Background: an optimization exercise with open tools, aiming at small area, a short achievable clock period and few clock cycles. Do not read the settings as production practice. For this run, only the layout was checked, not whether the RTL still works. Power figures rest on the tool's default switching activity, not on a simulated workload.

--- design/flow/config.mk ---
export PLATFORM = sky130hd
export DESIGN_NAME = cpu
export DESIGN_NICKNAME = cpu
export VERILOG_FILES = /design/flow/design.v
export SDC_FILE = /design/flow/constraint.sdc
export NUM_CORES = 4
export LEC_CHECK = 0
export CAP_MARGIN = 20
export CORE_MARGIN = 2
export CORE_UTILIZATION = 45
export PLACE_DENSITY = 0.6
export SETUP_SLACK_MARGIN = 5
export SLEW_MARGIN = 20
export TNS_END_PERCENT = 5
--- design/flow/constraint.sdc ---
create_clock -name core_clock -period 10.5 [get_ports {clk}]
set_input_delay 2.1000 -clock core_clock [delete_from_list [all_inputs] [get_ports {clk}]]
set_output_delay 2.1000 -clock core_clock [all_outputs]
set_load 0.01 [all_outputs]
--- design/flow/design.v ---
module alu (
    input  [31:0] a,
    input  [31:0] b,
    input  [2:0]  f3,
    input         sub,     
    input         sra,     
    output reg [31:0] out
);
    wire [32:0] s33 = {1'b0, a} + {1'b0, b ^ {32{sub}}} + {32'd0, sub};
    wire        ltu = ~s33[32];
    wire        lt  = (a[31] ^ b[31]) ? a[31] : s33[31];
    wire        left = (f3 == 3'b001);
    reg  [31:0] ra, rr;
    integer k;
    always @(*) for (k = 0; k < 32; k = k + 1) ra[k] = a[31 - k];
    wire [31:0] sin = left ? ra : a;
    wire [31:0] sr  = $signed({sra & ~left & a[31], sin}) >>> b[4:0];
    always @(*) for (k = 0; k < 32; k = k + 1) rr[k] = sr[31 - k];
    always @(*) begin
        case (f3)
            3'b000: out = s33[31:0];
            3'b001: out = rr;
            3'b010: out = {31'd0, lt};
            3'b011: out = {31'd0, ltu};
            3'b100: out = a ^ b;
            3'b101: out = sr;
            3'b110: out = a | b;
            default: out = a & b;
        endcase
    end
endmodule
module regfile (
    input clk,
    input reset,
    input we,
    input [4:0] rd,
    input [31:0] wdata,
    input [4:0] rs1,
    input [4:0] rs2,
    output reg [31:0] rv1,
    output reg [31:0] rv2
);
    reg [31:0] bank [1:31];
    wire [31:0] wd = reset ? 32'd0 : wdata;
    integer i;
    always @(posedge clk)
        for (i = 1; i < 32; i = i + 1)
            if (reset | (we & (rd == i)))
                bank[i] <= wd;
    always @(*) begin
        rv1 = 32'd0;
        rv2 = 32'd0;
        for (i = 1; i < 32; i = i + 1) begin
            rv1 = rv1 | (bank[i] & {32{rs1 == i}});
            rv2 = rv2 | (bank[i] & {32{rs2 == i}});
        end
    end
endmodule
module immgen (
    input  [31:0] instr,
    output [31:0] imm_i,
    output [31:0] imm_s,
    output [31:0] imm_u,
    output [31:0] imm_f     
);
    wire [4:0] opc = instr[6:2];
    wire [31:0] imm_j = {{12{instr[31]}}, instr[19:12], instr[20], instr[30:21], 1'b0};
    wire [31:0] imm_b = {{20{instr[31]}}, instr[7], instr[30:25], instr[11:8], 1'b0};
    assign imm_i = {{20{instr[31]}}, instr[31:20]};
    assign imm_s = {{20{instr[31]}}, instr[31:25], instr[11:7]};
    assign imm_u = {instr[31:12], 12'b0};
    assign imm_f = ~opc[4] ? imm_u : (opc[1] ? imm_j : imm_b);
endmodule
module mask_n_shift (
    input  [1:0]  twolsb,
    input  [2:0]  funct3,
    input  [31:0] drdata,
    output [31:0] sliced_drdata
);
    wire [7:0]  byte_v = twolsb[1] ? (twolsb[0] ? drdata[31:24] : drdata[23:16])
                                   : (twolsb[0] ? drdata[15:8]  : drdata[7:0]);
    wire [15:0] half_v = twolsb[1] ? drdata[31:16] : drdata[15:0];
    reg  [31:0] r;
    always @(*) begin
        case (funct3)
            3'b000:  r = {{24{byte_v[7]}}, byte_v};
            3'b001:  r = twolsb[0] ? 32'd0 : {{16{half_v[15]}}, half_v};
            3'b010:  r = (twolsb == 2'b00) ? drdata : 32'd0;
            3'b100:  r = {24'd0, byte_v};
            3'b101:  r = twolsb[0] ? 32'd0 : {16'd0, half_v};
            default: r = 32'd0;
        endcase
    end
    assign sliced_drdata = r;
endmodule
module control (
    input  [31:0] instr,
    output lui, auipc, jal, jalr, br, load, store, op,
    output wen,        
    output pass_b,     
    output sub,        
    output sra         
);
    wire [4:0] opc = instr[6:2];
    wire opimm;
    assign lui   = opc == 5'b01101;
    assign auipc = opc == 5'b00101;
    assign jal   = opc == 5'b11011;
    assign jalr  = opc == 5'b11001;
    assign br    = opc == 5'b11000;
    assign load  = opc == 5'b00000;
    assign store = opc == 5'b01000;
    assign opimm = opc == 5'b00100;
    assign op    = opc == 5'b01100;
    assign wen    = (lui | auipc | jal | jalr | load | opimm | op) & (instr[11:7] != 5'd0);
    assign pass_b = lui | auipc | jal | jalr;
    assign sub    = (op & instr[30]) | (instr[14:13] == 2'b01);
    assign sra    = instr[30];
endmodule
module cpu (
    input clk,
    input reset,
    output [31:0] iaddr,
    input [31:0] idata,
    output [31:0] daddr,
    input [31:0] drdata,
    output [31:0] dwdata,
    output [3:0] dwe
);
    reg  [31:0] pc_f;                  
    reg  [31:0] a_e, b_e, x_e;         
    reg  [4:0]  rd_e;
    reg  [2:0]  f3_e;
    reg  [3:0]  be_e;
    reg         v_e, redir_e, wen_e, load_e, pass_e, sub_e, sra_e;
    wire [31:0] pc = (v_e & redir_e) ? x_e : pc_f;    
    assign iaddr = pc;
    wire [4:0] rs1 = idata[19:15];
    wire [4:0] rs2 = idata[24:20];
    wire [2:0] f3  = idata[14:12];
    wire d_lui, d_auipc, d_jal, d_jalr, d_br, d_load, d_store, d_op;
    wire d_wen, d_pass, d_sub, d_sra;
    control _control (
        .instr(idata),
        .lui(d_lui), .auipc(d_auipc), .jal(d_jal), .jalr(d_jalr), .br(d_br),
        .load(d_load), .store(d_store), .op(d_op),
        .wen(d_wen), .pass_b(d_pass), .sub(d_sub), .sra(d_sra)
    );
    wire [31:0] imm_i, imm_s, imm_u, imm_f;
    immgen _immgen (.instr(idata), .imm_i(imm_i), .imm_s(imm_s), .imm_u(imm_u), .imm_f(imm_f));
    wire [31:0] res_e;
    wire        we_e = v_e & wen_e;
    wire [31:0] rv1, rv2;
    regfile _regfile (
        .clk(clk), .reset(reset),
        .we(we_e), .rd(rd_e), .wdata(res_e),
        .rs1(rs1), .rs2(rs2), .rv1(rv1), .rv2(rv2)
    );
    wire [31:0] opa = (we_e & (rd_e == rs1)) ? res_e : rv1;
    wire [31:0] opb = (we_e & (rd_e == rs2)) ? res_e : rv2;
    wire [31:0] pc4  = pc + 32'd4;
    wire [31:0] fsum = pc + imm_f;                           
    wire [31:0] asum = opa + (d_store ? imm_s : imm_i);      
    wire eq  = (opa == opb);
    wire ltu = (opa < opb);
    wire lt  = (opa[31] ^ opb[31]) ? opa[31] : ltu;
    reg  cond;
    always @(*) begin
        case (f3)
            3'b000:  cond = eq;
            3'b001:  cond = ~eq;
            3'b100:  cond = lt;
            3'b101:  cond = ~lt;
            3'b110:  cond = ltu;
            3'b111:  cond = ~ltu;
            default: cond = 1'b0;
        endcase
    end
    reg [3:0] be;
    always @(*) begin
        case (f3)
            3'b000:  be = 4'b0001 << asum[1:0];
            3'b001:  be = asum[0] ? 4'b0000 : (asum[1] ? 4'b1100 : 4'b0011);
            3'b010:  be = (asum[1:0] == 2'b00) ? 4'b1111 : 4'b0000;
            default: be = 4'b0000;
        endcase
    end
    wire [31:0] sdata = {f3[1] ? opb[31:24] : f3[0] ? opb[15:8] : opb[7:0],
                         f3[1] ? opb[23:16] : opb[7:0],
                         (f3[1] | f3[0]) ? opb[15:8] : opb[7:0],
                         opb[7:0]};
    always @(posedge clk) begin
        if (reset)
            pc_f <= 32'd0;
        else if (d_jal)
            pc_f <= fsum;
        else
            pc_f <= pc4;
        v_e     <= ~reset;
        redir_e <= d_jalr | (d_br & cond);
        x_e     <= d_br ? fsum : {asum[31:1], asum[0] & ~d_jalr};
        be_e    <= d_store ? be : 4'b0000;
        a_e     <= opa;
        b_e     <= d_store ? sdata :
                   d_op    ? opb :
                   (d_jal | d_jalr) ? pc4 :
                   d_lui   ? imm_u :
                   d_auipc ? fsum : imm_i;
        rd_e    <= idata[11:7];
        f3_e    <= f3;
        wen_e   <= d_wen;
        load_e  <= d_load;
        pass_e  <= d_pass;
        sub_e   <= d_sub;
        sra_e   <= d_sra;
    end
    wire [31:0] alu_out;
    alu _alu (.a(a_e), .b(b_e), .f3(f3_e), .sub(sub_e), .sra(sra_e), .out(alu_out));
    wire [31:0] ldata;
    mask_n_shift _mask_n_shift (.twolsb(x_e[1:0]), .funct3(f3_e), .drdata(drdata), .sliced_drdata(ldata));
    assign res_e  = load_e ? ldata : pass_e ? b_e : alu_out;
    assign daddr  = {x_e[31:2], 2'b00};
    assign dwe    = be_e & {4{v_e & ~reset}};
    assign dwdata = b_e;
endmodule
--- design/flow/run.sh ---
#!/bin/bash
# synth_recipe.tcl (not shown) runs the flow's synth.tcl, then flattens the netlist and writes it again
# the make line also repeats each setting of config.mk as NAME=value (left out here)
make -C /OpenROAD-flow-scripts/flow DESIGN_CONFIG=/design/flow/config.mk WORK_HOME=/design/flow/orfs CLKGATE_MAP_FILE= SYNTH_SCRIPT=/design/flow/synth_recipe.tcl finish
==> results.toml <==
[logic_synthesis]
synth_top_family_by_area = "compound AO/OA/AOI/OAI gates"
yosys.area.top_type_share_pct = 48.07
synth.yosys.seq_area_share_pct = 52.82
syn_inst = 5558
synth_simple_gate_area_share_pct = 11.22
synth_area_leader_cell = "edfxtp_1"
synth.top_cells.by_area = "edfxtp_1 48%, a22oi_1 6.5%, dfxtp_1 4.7%"
ys_types = 103
synth_xor_area_share_pct = 1.936
netlist_area_um2 = 61960
synth-edff-count = 992
synth_compound_area_share_pct = 22.97
synthAdderAreaFrac_pct = 3.913
syn_avg_cell_area_um2 = 11.15
ys_seq_elements = 1139
synth_top_flop_cell = "edfxtp_1"
async_reset_ff_share_pct = 0
synth_warnings = 5
synth_mux_area_share_pct = 3.631

[status]
status = "finished clean"

[power_and_ir_drop]
power-per-cell-area_nw_per_um2 = 185.7
clockPowerShare_pct = 30.7
p_int_mw = 9.344
power.switching_mw = 4.846
seq_power_share_pct = 42.8
vdd_drop_max_mv = 0.1585
p_leak_nw = 28.30
swShare_pct = 34.15
p_comb_share_pct = 26.5

[timing]
rsz0062_at_grt = "true"
slew_viol_final = 0
relSlewSlack_pct = 18.56
max_slew.worst_pin.slew_ns = 1.222
hold_viol = 0
fin_crit_sh_pct = 59.09
final.setup.worst_slack_ns = 4.295
period_minus_slack_ns = 6.205
finClkSkew_ns = 0.1010
setup_viol = 0
fmax_mhz = 161.2
fin_setup_tns_ns = 0

[drt]
final_antenna_net_count = 0
viasPerCell = 7.732
drt-pass1-iter-count = 13
totalWireLength_um = 340200
via_count = 61109
dr.first_iter.drc_count = 12617
wl_per_cell_um = 43.05
post-route-drc-count = 0

[worst_setup_path]
critPathLaunchType = "input port"
path_class = "in -> reg"
crit_fanout = 9
required_ns = 11.16
cp.arrival_ns = 6.86
crit_path_end_kind = "flip-flop"

[cts]
cts_tree = "done"
hold_buffers = 0
cts.htree.levels = 3
cts_buffer_depth = 3
cts_root_buf = "clkbuf_16"
insertion_delay_ns = 0.81
cts_sinks = 1139
clkTransAtPathRegs_ns = 0.07
cts_buffers = 117

[global_route]
grt.overflow.total = 0
grt_pass1_vias = 57083
grt_pass1_wl_um = 460600
track_usage_pct = 46.88
grt_max_degree = 65
antenna_found_initial = 19

[finish]
nNetsFinal = 6254
area_delta_synth_final_pct = 23.30
fillers = 11567
final_cells = 7903
drive_gt1_share_pct = 20.61

[die]
io_pins = 166
floorplan.initialDensity_pct = 45.18
die-width_um = 375.1
coreArea_um2 = 137200
die_area_um2 = 140700
rows = 136
die_y_um = 375.1

[placed_design]
port_buffers = 161
dp.cells = 7372
gp_congestion = 1.052
dp.final_hpwl_um = 204100
post-place-ws_ns = 1.602

[worst_hold_path]
hold_class = "reg -> reg"

[flow_run]
cap_violations = 0
[layout by cell type (no fill, tap or decap), types with 142 or more instances in the layout]
cell,synthesis,routed
edfxtp_1,992,992
a22oi_1,539,533
buf_4,8,443
nand2_1,444,417
nor2_1,334,259
a21oi_1,282,227
a22o_1,195,194
a221oi_1,197,179
o21ai_0,189,166
ha_1,189,164
clkdlybuf4s50_1,0,142
[per-layer routing]
metal / wire [um] / global-route usage, % / vias up
met5: 231 / 0 / -
met4: 37320 / 36.65 / 24
met3: 57990 / 21.20 / 2216
met2: 135100 / 66.64 / 6654
met1: 109600 / 54.89 / 29001
li1: - / - / 23214
[cell type report]
cell class / count / area (um2) / area share [%]
Sequential cell: 1139 / 32760 / 42.88
Multi-Input combinational cell: 3873 / 29860 / 39.08
Timing Repair Buffer: 717 / 6982 / 9.138
Clock buffer: 129 / 2983 / 3.904
Tap cell: 1794 / 2245 / 2.938
Clock inverter: 94 / 978.4 / 1.281
Inverter: 147 / 568.0 / 0.7435
Antenna cell: 9 / 22.52 / 0.02948
Timing Repair inverter: 1 / 5.005 / 0.006551
[stage by stage]
| step | power [mW] | area [um2] | utilization (%) | hold WS [ns] |
|---|---|---|---|---|
| after floorplan | 7.693 | 62630 | - | 0.5153 |
| after global routing | 14.46 | 76380 | 55.69 | 0.6853 |
| after global placement | 9.226 | 67210 | 49.00 | 0.5978 |
| after CTS | 13.90 | 76250 | 55.60 | 0.6144 |
| after detailed placement | 9.235 | 67210 | 49.00 | 0.6008 |
| final | 14.19 | 76400 | 55.70 | 0.6026 |
[sequential cells by signal, summed over array words and instances, names as in the netlist]
name and count:
be_e 4, pc_f 32, x_e 32, load_e 1
rd_e 5, a_e 32, wen_e 1, v_e 1
b_e 32, _regfile.bank 992, sra_e 1, f3_e 3
sub_e 1, pass_e 1, redir_e 1
[synthesized netlist by cell type (23+ instances only)]
master,count
nand3_1,119
nand2b_1,32
o211ai_1,42
nor4_1,37
a222oi_1,61
nor2b_1,26
a21o_1,55
a21oi_1,282
o31ai_1,23
a31oi_1,36
clkbuf_1,323
mux4_2,36
inv_1,144
mux2i_1,110
xnor2_1,65
a22oi_1,539
nor3_1,125
a221oi_1,197
xor2_1,72
a211oi_1,50
nor2_1,334
o21a_1,28
nand4_1,139
a22o_1,195
dfxtp_1,147
or3_1,25
o21ai_0,189
and3_1,33
buf_1,53
edfxtp_1,992
nand2_1,444
ha_1,189
and2_1,45
[final timing paths]
path | depth (start not counted) | end | slack (ns) | from
setup reg to reg | 24 | x_e[24] | 4.35 | b_e[2]
setup / recovery | 21 | redir_e | 4.30 | idata[16]
hold reg to reg | 2 | pc_f[0] | 0.60 | pc_f[0]
hold / removal | 2 | pc_f[0] | 0.60 | pc_f[0]
[critical path, stage by stage]
cell	delay, ns
buf_12	0.15
or2_4	0.19
buf_4	0.14
nor2_4	0.05
buf_4	0.22
buf_4	0.19
buf_4	0.18
a221oi_1	0.43
nand3_1	0.14
nor3_1	0.90
a21oi_4	0.26
ha_1	0.35
nand4_1	0.10
nor2_1	0.14
nand2_1	0.09
or3_4	0.44
nor3b_4	0.23
nor3_2	0.09
xor2_1	0.15
o211ai_1	0.10
a31oi_1	0.19
[timing repair]
item,CTS,global route
endpoints found under the hold margin,0,0
pin swaps,135,19
endpoints found under the setup margin,283,49
gates cloned,13,0
gates resized for setup,555,12
setup buffers,280,5
[cells by family (layout without fill, tap and decap cells)]
| logic type | Yosys count | in the layout |
|---|---|---|
| muxes | 168 | 168 |
| other | 1 | 11 |
| adders and majority gates | 192 | 192 |
| and+or+nand+nor | 1447 | 1449 |
| xor gates and xnor gates | 137 | 137 |
| buffers and inverters | 549 | 1088 |
| AOI/OAI and AO/OA | 1925 | 1925 |
| DFF | 1139 | 1139 |
[power by group through the flow]
stage               combinational, mW  clock (mW)  sequential, mW
global placement                 3.10           0            6.12
detailed placement               3.11           0            6.12
global route                     3.86        4.50            6.10
CTS                              3.53        4.33            6.04
floorplan                        1.73           0            5.97
finish                           3.76        4.36            6.07

==> re-timing with driven ports <==
Ports are ideal in the flow. The routed layout listed here was re-timed in OpenROAD.
Step 1, drivers: a clkbuf_16 drives clk and a buf_2 each remaining input, both assumed.
Step 2 also shifts input and output timing later by t, the mid clock arrival at the registers, as if the neighbouring blocks saw the same clock.
Slacks: no drivers / after step 1 / after step 2; pairs: no drivers / after step 1.
t (ns): 0.840
setup WS [ns]: 4.295 / 4.296 / 3.457
worst setup path after step 2: input to register
After both steps this run still meets setup and hold. For this run, drivers alone change the setup slack by +0.001 ns; drivers and shift together by -0.838 ns.
